This design comes from an exercise in tuning for small area and a short achievable clock period on the open sky130 flow, not from production work. RTL that was checked went through simulation tests only; none was proved equivalent to the original. Power is estimated from default activity; no workload was simulated.

==> flow/design.v (excerpt) <==
module mxu_pe #(
    parameter Y_INDEX = 0   
) (
    input wire clk,
    input wire rst_n,
    input wire load_phase,
    input wire [7:0] load_weight_target_y,
    input wire [7:0] load_weight,
    input wire [7:0] activation,
    input wire [23:0] partial_sum,
    output reg [23:0] result,
    output reg phase_out,
    output reg [7:0] load_weight_target_y_out,
    output reg [7:0] weight_out,
    output reg [7:0] activation_out_bw
);
==> flow/config.mk <==
export PLATFORM = sky130hd
export DESIGN_NAME = mxu_pe
export DESIGN_NICKNAME = mxu_pe
export VERILOG_FILES = /design/flow/design.v
export SDC_FILE = /design/flow/constraint.sdc
export NUM_CORES = 4
export LEC_CHECK = 0
export CAP_MARGIN = 20
export CORE_MARGIN = 2
export CORE_UTILIZATION = 60
export SETUP_SLACK_MARGIN = 3.8
export SLEW_MARGIN = 20
export SYNTH_HIERARCHICAL = 1
==> flow/constraint.sdc <==
create_clock -name core_clock -period 6.2 [get_ports {clk}]
set_input_delay 1.2400 -clock core_clock [delete_from_list [all_inputs] [get_ports {clk}]]
set_output_delay 1.2400 -clock core_clock [all_outputs]
set_load 0.01 [all_outputs]
standard.sh (not shown) runs the stock make flow with config.mk's settings and CLKGATE_MAP_FILE= SYNTH_SCRIPT=/design/flow/synth_recipe.tcl, a recipe that flattens the netlist after the stock synthesis.
==> flow/flow/run.sh <==
#!/bin/bash
# Standard ORFS layout with smaller port buffers and a clock tree without dummy loads.
set -euo pipefail
export BUFFER_PORTS_ARGS="-buffer_cell sky130_fd_sc_hd__buf_1"
export CTS_ARGS="-sink_clustering_enable -sink_clustering_size 30 -sink_clustering_max_diameter 80 -repair_clock_nets -dont_use_dummy_load -buf_list {sky130_fd_sc_hd__clkbuf_16}"
bash standard.sh > standard_flow.log 2>&1
The starting point completed with no timing, DRC or antenna violations.
==> next run, changes <==
Settings changed: GPL_TIMING_DRIVEN set to 1, SETUP_SLACK_MARGIN 3.8 to 3.6.
Result: Power went down by a few percent. Worst setup slack improves by 0.079 ns. Combinational power went down by roughly a tenth. Hold slack degrades by 0.0094 ns. Fmax went up by a few percent. Clock skew went up by 0.0066 ns. Wire length went down by a little under a tenth. Via count went down by a few percent. Register-to-register slack improves by 0.08 ns. First-iteration DRC count went up by a quarter to a third.
==> next run, changes <==
==> flow/flow/run.sh (replaced) <==
#!/bin/bash
# Standard ORFS layout with smaller port buffers and a clock tree without dummy loads.
set -euo pipefail
export BUFFER_PORTS_ARGS="-buffer_cell sky130_fd_sc_hd__buf_1"
export CTS_ARGS="-sink_clustering_enable -repair_clock_nets -dont_use_dummy_load -buf_list sky130_fd_sc_hd__clkbuf_8"
bash standard.sh > standard_flow.log 2>&1
Settings changed: GPL_TIMING_DRIVEN 1 to not set, SETUP_SLACK_MARGIN 3.6 to 4.0.
The new run completed with no timing, DRC or antenna violations.
Fmax goes down by 0.67%.
Clock-buffer cell count goes up by 20.
Total power goes up by 15%.
Cell area goes up by about 9%.
Sequential power hardly moves.
Worst setup slack degrades by 0.017 ns.
Area after synthesis stays the same.
Global-route usage goes up by 1.6 points.
Critical path depth goes down by 1.

* * *

## the baseline
mxu_pe, a different RTL version from the one above (not shown whole).
For scale: roughly 720 cells after synthesis, ~100 I/O pins, about 0.0085 mm^2 of cells after synthesis.
clock: 6.2 ns
lec_check: 0
cap_margin: 20
core_margin: 2
core_utilization: 60
setup_slack_margin: 4.0
slew_margin: 20
run.sh (not shown) runs the stock make flow with config.mk's settings and CLKGATE_MAP_FILE= SYNTH_SCRIPT=/design/flow/synth_recipe.tcl, a recipe that flattens the netlist after the stock synthesis.
Stock flow here: none of the scripts above is used.
The baseline completed; timing, DRC and antenna clean
Edits applied to the flow inputs when going from the baseline to the candidate:
- swapping 60 for 40 in CORE_UTILIZATION
- swapping 4.0 for 2.5 in SETUP_SLACK_MARGIN
## What came out
- The baseline ended up with sky130_fd_sc_hd__dfrtp_2 as its cell at the slowest stage of the critical path; the candidate ended up with sky130_fd_sc_hd__fa_1.
- The candidate against the baseline: count of nets after finishing decreased 2.8%, met2 global-route usage decreased 18 points, wire length of the first global-routing pass decreased 8.3%, clock group share of total power increased 3.2 points, final wirelength decreased 12%.
- Relative to the baseline, global-route usage decreased by 10 points in the candidate.
Function was not checked in any run of this note: the RTL went through the layout flow alone.

separate check: timing with driven ports:
The flow's constraints put no driver on any port. The routed layouts listed below were extracted and timed again, unchanged, in two steps.
Step 1 (the two cells are an assumption about what drives the block):
set clk [get_ports {clk}]
set_driving_cell -lib_cell sky130_fd_sc_hd__clkbuf_16 $clk
set_driving_cell -lib_cell sky130_fd_sc_hd__buf_2 [delete_from_list [all_inputs] $clk]
Step 2 also shifts input and output timing later by t, the mid clock arrival at the registers, as if the neighbouring blocks saw the same clock.
a / b / c = no drivers / after step 1 / after step 2; a / b = the first two.
| run | t (ns) | slack for setup (ns) | worst setup path after step 2 | worst slew at a driven data input, ns |
|---|---|---|---|---|
| the first run of note 1 | 0.476 | 3.658 / 3.658 / 3.658 | register to register | 0.04 |
| the second run of note 1 | 0.473 | 3.737 / 3.737 / 3.562 | input, reset recovery | 0.04 |
| the third run of note 1 | 0.562 | 3.721 / 3.721 / 3.676 | input, reset recovery | 0.04 |
| the baseline | 0.475 | 2.434 / 2.434 / 2.434 | register to register | 0.05 |
| the candidate | 0.472 | 2.524 / 2.524 / 2.524 | register to register | 0.05 |
After both steps setup and hold are still met in every run listed. For the second run of note 1, which loses most, drivers alone change the setup slack by 0.000 ns; drivers and shift together by -0.175 ns. The worst setup slack also covers recovery checks on asynchronous resets.
